What follows belongs to an exercise in optimizing a design on an open flow for small area and a short achievable clock period; a production flow would make more cautious choices.
The RTL was checked by simulation tests, not by an equivalence proof against the original design.
No activity file was given, so power comes from the tool's default toggle rates.

==> willow <==
==> flow/design.v <==
module acc_step_gen(
           input clk,
           input reset,
           input [31:0] dt_val,
           input [31:0] dt_val_next,      
           input [31:0] steps_val,
           input load,
           input set_steps_limit,
           input set_dt_limit,
           input reset_steps,
           input reset_dt,
           output reg [31:0] steps,
           output reg [31:0] dt,
           output abort,
           output to_wait,        
           output step_stb,
           output done
       );
reg [1:0] state;
reg [31:0] steps_limit;
reg [31:0] dt_limit;
reg f_dt;    
reg f_dv;    
reg f_st;    
wire go = ~reset & ~load;
wire s_work = state == 2'd1;
wire s_wait = state == 2'd2;
wire s_abort = state == 2'd3;
assign step_stb = go & (s_abort ? f_dv : (state[0] | state[1]) & f_dt);
assign abort = state[1];
assign to_wait = s_work & f_dt & f_st;
assign done = go & s_work & f_dt & f_st;
wire [30:0] dt_hi_inc = dt[31:1] + 31'd1;
wire [31:0] dt_inc = dt[0] ? {dt_hi_inc, 1'b0} : {dt[31:1], 1'b1};
wire [31:0] dt_inc2 = {dt_hi_inc, dt[0]};
wire [30:0] steps_hi_inc = steps[31:1] + 31'd1;
wire [31:0] steps_inc = steps[0] ? {steps_hi_inc, 1'b0} : {steps[31:1], 1'b1};
wire [31:0] steps_inc2 = {steps_hi_inc, steps[0]};
wire dt_zero = reset | step_stb | (load & reset_dt);
wire steps_zero = reset | (load & reset_steps);
wire [31:0] dt_next = dt_zero ? 32'd0 : dt_inc;
wire [31:0] dt_next1 = dt_zero ? 32'd1 : dt_inc2;           
wire [31:0] steps_next = steps_zero ? 32'd0 : step_stb ? steps_inc : steps;
wire [31:0] steps_next1 = steps_zero ? 32'd1 : step_stb ? steps_inc2 : steps_inc;
wire [31:0] dt_limit_next = reset ? 32'd0 : (load & set_dt_limit) ? dt_val : dt_limit;
wire [31:0] steps_limit_next = reset ? 32'd0 : (load & set_steps_limit) ? steps_val : steps_limit;
always @(posedge clk)
    begin
        dt <= dt_next;
        steps <= steps_next;
        dt_limit <= dt_limit_next;
        steps_limit <= steps_limit_next;
        f_dt <= dt_next1 >= dt_limit_next;
        f_dv <= dt_next1 >= dt_val_next;
        f_st <= steps_next1 >= steps_limit_next;
        if (reset)
            state <= 2'd0;
        else if (load)
            state <= 2'd1;
        else if (s_work & f_dt & f_st)
            state <= 2'd2;
        else if (s_wait & f_dt)
            state <= 2'd3;
    end
endmodule
module acc_profile_gen(
           input clk,
           input reset,
           input acc_step,
           input load,
           input set_x,
           input set_v,
           input set_a,
           input set_j,
           input signed [63:0] x_val,
           input signed [31:0] v_val,
           input signed [31:0] a_val,
           input signed [31:0] j_val,
           input [5:0] step_bit,
           input to_wait,                 
           input signed [31:0] abort_a_val,
           output reg step,
           output reg dir
       );
reg [63:0] x;
reg abort;
always @(posedge clk)
    abort <= ~reset & ~load & (abort | to_wait);
reg signed [31:0] v;
reg signed [31:0] a;
reg signed [31:0] j;
wire [31:0] ab = abort_a_val;
wire [32:0] op1a = {v[31], v};
wire [32:0] op1b = abort ? ~{ab[31], ab} : {a[31], a};
wire [32:0] op1c = abort ? 33'd1 : {{2{j[31]}}, j[31:1]};
wire [32:0] sum1 = op1a + op1b + op1c;
wire [32:0] op2a = abort ? {v[31], v} : {a[31], a};
wire [32:0] op2b = abort ? {ab[31], ab} : {j[31], j};
wire [32:0] sum2 = op2a + op2b;
wire v_nz = |v;
wire gt = v_nz & ~sum1[32] & (v != ab);          
wire ge = ~sum2[32] | ~v_nz;                     
wire [31:0] neg_ab = -ab;
wire [31:0] neg_v = -v;
wire [31:0] v_abort = gt ? sum1[31:0] : ge ? 32'd0 : sum2[31:0];
wire [31:0] a_abort = gt ? neg_ab : ge ? neg_v : ab;
always @(posedge clk)
    begin
        if (reset)
            begin
                v <= 0;
                a <= 0;
                j <= 0;
            end
        else if (load)
            begin
                if (set_v)
                    v <= v_val;
                if (set_a)
                    a <= a_val;
                if (set_j)
                    j <= j_val;
            end
        else if (acc_step)
            begin
                if (abort)
                    begin
                        j <= 0;
                        v <= v_abort;
                        a <= a_abort;
                    end
                else
                    begin
                        v <= sum1[31:0];
                        a <= sum2[31:0];
                    end
            end
    end
wire [34:0] xs = {2'b00, x[32:0]} + {{3{v[31]}}, v} + {{4{a[31]}}, a[31:1]};
wire up = ~xs[34] & xs[33];
wire dn = xs[34];
wire [30:0] xh = x[63:33];
wire [30:0] ones, zeros;       
assign ones[0] = 1'b1;
assign zeros[0] = 1'b1;
genvar k;
generate
    for (k = 1; k < 31; k = k + 1)
        begin : pfx
            assign ones[k] = &xh[k-1:0];
            assign zeros[k] = ~|xh[k-1:0];
        end
endgenerate
wire [30:0] hflip = ({31{up}} & ones) | ({31{dn}} & zeros);
wire [63:0] flip = {hflip, xs[32:0] ^ x[32:0]};
wire [63:0] x_acc = x ^ flip;
always @(posedge clk)
    begin
        step <= 1'b0;
        if (reset)
            begin
                x <= 0;
                dir <= 0;
            end
        else if (load && set_x)
            begin
                x <= x_val;
                dir <= 0;
            end
        else
            begin
                x <= x_acc;
                if (flip[step_bit])
                    begin
                        dir <= ~v[31] & v_nz;
                        step <= 1'b1;
                    end
            end
    end
endmodule
module motor_step_gen(
    input clk,
    input reset,
    input [31:0] pre_n,
    input [31:0] pulse_n,
    input [31:0] post_n,
    input [31:0] wr_data,        
    input wr_data_nz,            
    input wr_pre,                
    input wr_pulse,
    input wr_post,
    input pre_nz,                
    input pulse_nz,
    input post_nz,
    input step_stb,
    input step_dir,
    output reg step,
    output reg dir
    );
reg [31:0] cnt;
reg le_pre, le_pulse, le_post;       
wire act = |cnt;
wire lt_pre = le_pre & (cnt != pre_n);
wire lt_pulse = le_pulse & (cnt != pulse_n);
wire lt_post = le_post & (cnt != post_n);
wire run = act ? (lt_pre | lt_pulse | lt_post) : step_stb;
wire lt_wr = cnt < wr_data;
wire idle_next = reset | ~run;       
always @(posedge clk)
    begin
        cnt <= (run & ~reset) ? cnt + 32'd1 : 32'd0;
        step <= ~reset & act & ~lt_pre & lt_pulse;
        if (reset)
            dir <= 1'b0;
        else if (~act & step_stb)
            dir <= step_dir;
        le_pre <= idle_next | (act ? (wr_pre ? lt_wr : lt_pre) : (wr_pre ? wr_data_nz : pre_nz));
        le_pulse <= idle_next | (act ? (wr_pulse ? lt_wr : lt_pulse) : (wr_pulse ? wr_data_nz : pulse_nz));
        le_post <= idle_next | (act ? (wr_post ? lt_wr : lt_post) : (wr_post ? wr_data_nz : post_nz));
    end
endmodule
module motion_core(
           input clk,
           input rst,
           input reg_wr,
           input [5:0] reg_addr,
           input [31:0] reg_data,
           input load,
           output [31:0] dt,
           output [31:0] steps,
           output done,
           output motor_x_step,
           output motor_x_dir,
           output motor_x_enable,
           output motor_y_step,
           output motor_y_dir,
           output motor_y_enable,
           output motor_z_step,
           output motor_z_dir,
           output motor_z_enable,
           output motor_a_step,
           output motor_a_dir,
           output motor_a_enable
       );
wire [31:0] wd = rst ? 32'd0 : reg_data;
wire wsel = reg_wr | rst;
reg [31:0] r0;
reg [31:0] r1, r2, r3, r4, r5, r6, r7, r8, r9, r10, r11, r12, r13, r14, r15,
           r16, r17, r18, r19, r20, r21, r22, r23, r24, r25, r26, r27, r28, r29;
always @(posedge clk)
    begin
        if (rst | (reg_wr & (reg_addr == 6'd0))) r0 <= wd;
        if (rst | (reg_wr & (reg_addr == 6'd1))) r1 <= wd;
        if (rst | (reg_wr & (reg_addr == 6'd2))) r2 <= wd;
        if (rst | (reg_wr & (reg_addr == 6'd3))) r3 <= wd;
        if (rst | (reg_wr & (reg_addr == 6'd4))) r4 <= wd;
        if (rst | (reg_wr & (reg_addr == 6'd5))) r5 <= wd;
        if (rst | (reg_wr & (reg_addr == 6'd6))) r6 <= wd;
        if (rst | (reg_wr & (reg_addr == 6'd7))) r7 <= wd;
        if (rst | (reg_wr & (reg_addr == 6'd8))) r8 <= wd;
        if (rst | (reg_wr & (reg_addr == 6'd9))) r9 <= wd;
        if (rst | (reg_wr & (reg_addr == 6'd10))) r10 <= wd;
        if (rst | (reg_wr & (reg_addr == 6'd11))) r11 <= wd;
        if (rst | (reg_wr & (reg_addr == 6'd12))) r12 <= wd;
        if (rst | (reg_wr & (reg_addr == 6'd13))) r13 <= wd;
        if (rst | (reg_wr & (reg_addr == 6'd14))) r14 <= wd;
        if (rst | (reg_wr & (reg_addr == 6'd15))) r15 <= wd;
        if (rst | (reg_wr & (reg_addr == 6'd16))) r16 <= wd;
        if (rst | (reg_wr & (reg_addr == 6'd17))) r17 <= wd;
        if (rst | (reg_wr & (reg_addr == 6'd18))) r18 <= wd;
        if (rst | (reg_wr & (reg_addr == 6'd19))) r19 <= wd;
        if (rst | (reg_wr & (reg_addr == 6'd20))) r20 <= wd;
        if (rst | (reg_wr & (reg_addr == 6'd21))) r21 <= wd;
        if (rst | (reg_wr & (reg_addr == 6'd22))) r22 <= wd;
        if (rst | (reg_wr & (reg_addr == 6'd23))) r23 <= wd;
        if (rst | (reg_wr & (reg_addr == 6'd24))) r24 <= wd;
        if (rst | (reg_wr & (reg_addr == 6'd25))) r25 <= wd;
        if (rst | (reg_wr & (reg_addr == 6'd26))) r26 <= wd;
        if (rst | (reg_wr & (reg_addr == 6'd27))) r27 <= wd;
        if (rst | (reg_wr & (reg_addr == 6'd28))) r28 <= wd;
        if (rst | (reg_wr & (reg_addr == 6'd29))) r29 <= wd;
    end
wire abort;
wire to_wait;
wire acc_step;
wire x_step, x_dir, y_step, y_dir, z_step, z_dir, a_step, a_dir;
assign motor_x_enable = r0[26];
assign motor_y_enable = r0[27];
assign motor_z_enable = r0[28];
assign motor_a_enable = r0[29];
acc_step_gen acc_step1 (
             .clk(clk),
             .reset(rst),
             .dt_val(r1),
             .dt_val_next((rst | (reg_wr & (reg_addr == 6'd1))) ? wd : r1),
             .steps_val(r2),
             .load(load),
             .set_dt_limit(r0[0]),
             .set_steps_limit(r0[1]),
             .reset_dt(r0[2]),
             .reset_steps(r0[3]),
             .dt(dt),
             .steps(steps),
             .abort(abort),
             .to_wait(to_wait),
             .step_stb(acc_step),
             .done(done)
);
acc_profile_gen acc_profile_x (
             .clk(clk), .reset(rst), .acc_step(acc_step), .to_wait(to_wait), .load(load),
             .set_x(r0[4]), .set_v(r0[5]), .set_a(r0[6]), .set_j(r0[7]),
             .step_bit(r0[25:20]),
             .x_val({r4, r3}), .v_val(r5), .a_val(r6), .j_val(r7), .abort_a_val(r8),
             .step(x_step), .dir(x_dir));
acc_profile_gen acc_profile_y (
             .clk(clk), .reset(rst), .acc_step(acc_step), .to_wait(to_wait), .load(load),
             .set_x(r0[8]), .set_v(r0[9]), .set_a(r0[10]), .set_j(r0[11]),
             .step_bit(r0[25:20]),
             .x_val({r10, r9}), .v_val(r11), .a_val(r12), .j_val(r13), .abort_a_val(r14),
             .step(y_step), .dir(y_dir));
acc_profile_gen acc_profile_z (
             .clk(clk), .reset(rst), .acc_step(acc_step), .to_wait(to_wait), .load(load),
             .set_x(r0[12]), .set_v(r0[13]), .set_a(r0[14]), .set_j(r0[15]),
             .step_bit(r0[25:20]),
             .x_val({r16, r15}), .v_val(r17), .a_val(r18), .j_val(r19), .abort_a_val(r20),
             .step(z_step), .dir(z_dir));
acc_profile_gen acc_profile_a (
             .clk(clk), .reset(rst), .acc_step(acc_step), .to_wait(to_wait), .load(load),
             .set_x(r0[16]), .set_v(r0[17]), .set_a(r0[18]), .set_j(r0[19]),
             .step_bit(r0[25:20]),
             .x_val({r22, r21}), .v_val(r23), .a_val(r24), .j_val(r25), .abort_a_val(r26),
             .step(a_step), .dir(a_dir));
wire wr27 = reg_wr & (reg_addr == 6'd27);
wire wr28 = reg_wr & (reg_addr == 6'd28);
wire wr29 = reg_wr & (reg_addr == 6'd29);
wire wd_nz = |reg_data;
wire r27_nz = |r27;
wire r28_nz = |r28;
wire r29_nz = |r29;
motor_step_gen motor_x(
    .clk(clk), .reset(rst), .pre_n(r27), .pulse_n(r28), .post_n(r29),
    .wr_data(reg_data), .wr_data_nz(wd_nz), .wr_pre(wr27), .wr_pulse(wr28), .wr_post(wr29),
    .pre_nz(r27_nz), .pulse_nz(r28_nz), .post_nz(r29_nz),
    .step_stb(x_step), .step_dir(x_dir), .step(motor_x_step), .dir(motor_x_dir));
motor_step_gen motor_y(
    .clk(clk), .reset(rst), .pre_n(r27), .pulse_n(r28), .post_n(r29),
    .wr_data(reg_data), .wr_data_nz(wd_nz), .wr_pre(wr27), .wr_pulse(wr28), .wr_post(wr29),
    .pre_nz(r27_nz), .pulse_nz(r28_nz), .post_nz(r29_nz),
    .step_stb(y_step), .step_dir(y_dir), .step(motor_y_step), .dir(motor_y_dir));
motor_step_gen motor_z(
    .clk(clk), .reset(rst), .pre_n(r27), .pulse_n(r28), .post_n(r29),
    .wr_data(reg_data), .wr_data_nz(wd_nz), .wr_pre(wr27), .wr_pulse(wr28), .wr_post(wr29),
    .pre_nz(r27_nz), .pulse_nz(r28_nz), .post_nz(r29_nz),
    .step_stb(z_step), .step_dir(z_dir), .step(motor_z_step), .dir(motor_z_dir));
motor_step_gen motor_a(
    .clk(clk), .reset(rst), .pre_n(r27), .pulse_n(r28), .post_n(r29),
    .wr_data(reg_data), .wr_data_nz(wd_nz), .wr_pre(wr27), .wr_pulse(wr28), .wr_post(wr29),
    .pre_nz(r27_nz), .pulse_nz(r28_nz), .post_nz(r29_nz),
    .step_stb(a_step), .step_dir(a_dir), .step(motor_a_step), .dir(motor_a_dir));
endmodule
==> flow/run.sh <==
#!/bin/bash
# synth_recipe.tcl (not shown) runs the flow's synth.tcl, then flattens the netlist and writes it again
# the make line also repeats each setting of config.mk as NAME=value (left out here)
make -C /OpenROAD-flow-scripts/flow DESIGN_CONFIG=/design/flow/config.mk WORK_HOME=/design/flow/orfs CLKGATE_MAP_FILE= SYNTH_SCRIPT=/design/flow/synth_recipe.tcl finish
==> flow/config.mk <==
export PLATFORM = sky130hd
export DESIGN_NAME = motion_core
export DESIGN_NICKNAME = motion_core
export VERILOG_FILES = /design/flow/design.v
export SDC_FILE = /design/flow/constraint.sdc
export NUM_CORES = 4
export LEC_CHECK = 0
export CAP_MARGIN = 20
export CORE_MARGIN = 2
export CORE_UTILIZATION = 55
export PLACE_DENSITY = 0.65
export SETUP_SLACK_MARGIN = 5
export SLEW_MARGIN = 20
==> flow/constraint.sdc <==
create_clock -name core_clock -period 10.0 [get_ports {clk}]
set_input_delay 2.0000 -clock core_clock [delete_from_list [all_inputs] [get_ports {clk}]]
set_output_delay 2.0000 -clock core_clock [all_outputs]
set_load 0.01 [all_outputs]
==> inputs of harbor, as changes to willow <==
--- a/flow/design.v
+++ b/flow/design.v
@@ -12,7 +12,6 @@
            output reg [31:0] steps,
            output reg [31:0] dt,
            output abort,
-           output to_wait,        
            output step_stb,
            output done
        );
@@ -28,7 +27,6 @@
 wire s_abort = state == 2'd3;
 assign step_stb = go & (s_abort ? f_dv : (state[0] | state[1]) & f_dt);
 assign abort = state[1];
-assign to_wait = s_work & f_dt & f_st;
 assign done = go & s_work & f_dt & f_st;
 wire [30:0] dt_hi_inc = dt[31:1] + 31'd1;
 wire [31:0] dt_inc = dt[0] ? {dt_hi_inc, 1'b0} : {dt[31:1], 1'b1};
@@ -77,15 +75,12 @@
            input signed [31:0] a_val,
            input signed [31:0] j_val,
            input [5:0] step_bit,
-           input to_wait,                 
+           input abort,                   
            input signed [31:0] abort_a_val,
            output reg step,
            output reg dir
        );
 reg [63:0] x;
-reg abort;
-always @(posedge clk)
-    abort <= ~reset & ~load & (abort | to_wait);
 reg signed [31:0] v;
 reg signed [31:0] a;
 reg signed [31:0] j;
@@ -98,7 +93,7 @@
 wire [32:0] op2b = abort ? {ab[31], ab} : {j[31], j};
 wire [32:0] sum2 = op2a + op2b;
 wire v_nz = |v;
-wire gt = v_nz & ~sum1[32] & (v != ab);          
+wire gt = v_nz & ~sum1[32] & (|sum1[31:0]);      
 wire ge = ~sum2[32] | ~v_nz;                     
 wire [31:0] neg_ab = -ab;
 wire [31:0] neg_v = -v;
@@ -184,28 +179,17 @@
     input [31:0] pre_n,
     input [31:0] pulse_n,
     input [31:0] post_n,
-    input [31:0] wr_data,        
-    input wr_data_nz,            
-    input wr_pre,                
-    input wr_pulse,
-    input wr_post,
-    input pre_nz,                
-    input pulse_nz,
-    input post_nz,
     input step_stb,
     input step_dir,
     output reg step,
     output reg dir
     );
 reg [31:0] cnt;
-reg le_pre, le_pulse, le_post;       
 wire act = |cnt;
-wire lt_pre = le_pre & (cnt != pre_n);
-wire lt_pulse = le_pulse & (cnt != pulse_n);
-wire lt_post = le_post & (cnt != post_n);
+wire lt_pre = cnt < pre_n;
+wire lt_pulse = cnt < pulse_n;
+wire lt_post = cnt < post_n;
 wire run = act ? (lt_pre | lt_pulse | lt_post) : step_stb;
-wire lt_wr = cnt < wr_data;
-wire idle_next = reset | ~run;       
 always @(posedge clk)
     begin
         cnt <= (run & ~reset) ? cnt + 32'd1 : 32'd0;
@@ -214,9 +198,6 @@
             dir <= 1'b0;
         else if (~act & step_stb)
             dir <= step_dir;
-        le_pre <= idle_next | (act ? (wr_pre ? lt_wr : lt_pre) : (wr_pre ? wr_data_nz : pre_nz));
-        le_pulse <= idle_next | (act ? (wr_pulse ? lt_wr : lt_pulse) : (wr_pulse ? wr_data_nz : pulse_nz));
-        le_post <= idle_next | (act ? (wr_post ? lt_wr : lt_post) : (wr_post ? wr_data_nz : post_nz));
     end
 endmodule
 module motion_core(
@@ -281,7 +262,6 @@
         if (rst | (reg_wr & (reg_addr == 6'd29))) r29 <= wd;
     end
 wire abort;
-wire to_wait;
 wire acc_step;
 wire x_step, x_dir, y_step, y_dir, z_step, z_dir, a_step, a_dir;
 assign motor_x_enable = r0[26];
@@ -302,59 +282,43 @@
              .dt(dt),
              .steps(steps),
              .abort(abort),
-             .to_wait(to_wait),
              .step_stb(acc_step),
              .done(done)
 );
 acc_profile_gen acc_profile_x (
-             .clk(clk), .reset(rst), .acc_step(acc_step), .to_wait(to_wait), .load(load),
+             .clk(clk), .reset(rst), .acc_step(acc_step), .abort(abort), .load(load),
              .set_x(r0[4]), .set_v(r0[5]), .set_a(r0[6]), .set_j(r0[7]),
              .step_bit(r0[25:20]),
              .x_val({r4, r3}), .v_val(r5), .a_val(r6), .j_val(r7), .abort_a_val(r8),
              .step(x_step), .dir(x_dir));
 acc_profile_gen acc_profile_y (
-             .clk(clk), .reset(rst), .acc_step(acc_step), .to_wait(to_wait), .load(load),
+             .clk(clk), .reset(rst), .acc_step(acc_step), .abort(abort), .load(load),
              .set_x(r0[8]), .set_v(r0[9]), .set_a(r0[10]), .set_j(r0[11]),
              .step_bit(r0[25:20]),
              .x_val({r10, r9}), .v_val(r11), .a_val(r12), .j_val(r13), .abort_a_val(r14),
              .step(y_step), .dir(y_dir));
 acc_profile_gen acc_profile_z (
-             .clk(clk), .reset(rst), .acc_step(acc_step), .to_wait(to_wait), .load(load),
+             .clk(clk), .reset(rst), .acc_step(acc_step), .abort(abort), .load(load),
              .set_x(r0[12]), .set_v(r0[13]), .set_a(r0[14]), .set_j(r0[15]),
              .step_bit(r0[25:20]),
              .x_val({r16, r15}), .v_val(r17), .a_val(r18), .j_val(r19), .abort_a_val(r20),
              .step(z_step), .dir(z_dir));
 acc_profile_gen acc_profile_a (
-             .clk(clk), .reset(rst), .acc_step(acc_step), .to_wait(to_wait), .load(load),
+             .clk(clk), .reset(rst), .acc_step(acc_step), .abort(abort), .load(load),
              .set_x(r0[16]), .set_v(r0[17]), .set_a(r0[18]), .set_j(r0[19]),
              .step_bit(r0[25:20]),
              .x_val({r22, r21}), .v_val(r23), .a_val(r24), .j_val(r25), .abort_a_val(r26),
              .step(a_step), .dir(a_dir));
-wire wr27 = reg_wr & (reg_addr == 6'd27);
-wire wr28 = reg_wr & (reg_addr == 6'd28);
-wire wr29 = reg_wr & (reg_addr == 6'd29);
-wire wd_nz = |reg_data;
-wire r27_nz = |r27;
-wire r28_nz = |r28;
-wire r29_nz = |r29;
 motor_step_gen motor_x(
     .clk(clk), .reset(rst), .pre_n(r27), .pulse_n(r28), .post_n(r29),
-    .wr_data(reg_data), .wr_data_nz(wd_nz), .wr_pre(wr27), .wr_pulse(wr28), .wr_post(wr29),
-    .pre_nz(r27_nz), .pulse_nz(r28_nz), .post_nz(r29_nz),
     .step_stb(x_step), .step_dir(x_dir), .step(motor_x_step), .dir(motor_x_dir));
 motor_step_gen motor_y(
     .clk(clk), .reset(rst), .pre_n(r27), .pulse_n(r28), .post_n(r29),
-    .wr_data(reg_data), .wr_data_nz(wd_nz), .wr_pre(wr27), .wr_pulse(wr28), .wr_post(wr29),
-    .pre_nz(r27_nz), .pulse_nz(r28_nz), .post_nz(r29_nz),
     .step_stb(y_step), .step_dir(y_dir), .step(motor_y_step), .dir(motor_y_dir));
 motor_step_gen motor_z(
     .clk(clk), .reset(rst), .pre_n(r27), .pulse_n(r28), .post_n(r29),
-    .wr_data(reg_data), .wr_data_nz(wd_nz), .wr_pre(wr27), .wr_pulse(wr28), .wr_post(wr29),
-    .pre_nz(r27_nz), .pulse_nz(r28_nz), .post_nz(r29_nz),
     .step_stb(z_step), .step_dir(z_dir), .step(motor_z_step), .dir(motor_z_dir));
 motor_step_gen motor_a(
     .clk(clk), .reset(rst), .pre_n(r27), .pulse_n(r28), .post_n(r29),
-    .wr_data(reg_data), .wr_data_nz(wd_nz), .wr_pre(wr27), .wr_pulse(wr28), .wr_post(wr29),
-    .pre_nz(r27_nz), .pulse_nz(r28_nz), .post_nz(r29_nz),
     .step_stb(a_step), .step_dir(a_dir), .step(motor_a_step), .dir(motor_a_dir));
 endmodule
--- a/flow/config.mk
+++ b/flow/config.mk
@@ -7,7 +7,7 @@
 export LEC_CHECK = 0
 export CAP_MARGIN = 20
 export CORE_MARGIN = 2
-export CORE_UTILIZATION = 55
-export PLACE_DENSITY = 0.65
+export CORE_UTILIZATION = 40
+export PLACE_DENSITY = 0.6
 export SETUP_SLACK_MARGIN = 5
 export SLEW_MARGIN = 20
==> results.txt <==
Average cell area after synthesis: willow 8.96 sq um; harbor 9.00 sq um
# nets final: willow 14800; harbor 15400
Hold Slack: willow 468 ps; harbor 397 ps
Power dissipated in combinational cells: willow 0.00936 W; harbor 0.00978 W
Status: willow timing/DRC/antenna clean; harbor timing/DRC/antenna clean
Logic depth of the worst path, buffers included: willow 13; harbor 29
Synth Net Count: willow 14700; harbor 15000
Diode insertion count for antenna repair: willow 62; harbor 45
Setup ws final: willow 4440 ps; harbor 4400 ps
Utilization after layout: willow 0.661; harbor 0.491
Met2 wirelength from detailed routing: willow 222000 um; harbor 213000 um
Clock network area share: willow 0.0528; harbor 0.0505
Footprint of the multi-input gates: willow 76400 sq um; harbor 79600 sq um
Post-CTS setup buffer count: willow 280; harbor 306

-- static timing again, ports no longer ideal --
In the flow no input, the clock included, has a driving cell. The finished layouts below were timed again as built, in two steps.
Step 1 sets driving cells, clkbuf_16 on the clock port and buf_2 on the other inputs (assumed; they add their load-dependent delay and slew).
Step 2 times the ports against the registers' clock, not the clock port: input delays grow and output delays shrink by t, the midpoint of the rising clock arrivals with the driver on.
Three values: no drivers, after step 1, after step 2; two values: the first two.
run	shift t [ns]	setup slack, ns	worst setup path at the end	worst register clock-pin slew, ns
willow	0.982	4.444 / 4.444 / 3.900	input to register	0.07 / 0.07
harbor	0.985	4.401 / 4.401 / 4.110	input to register	0.07 / 0.07
After both steps every run listed still meets setup and hold. The setup slack of willow, which loses most, moves by 0.000 ns with the drivers and by -0.544 ns with both steps.
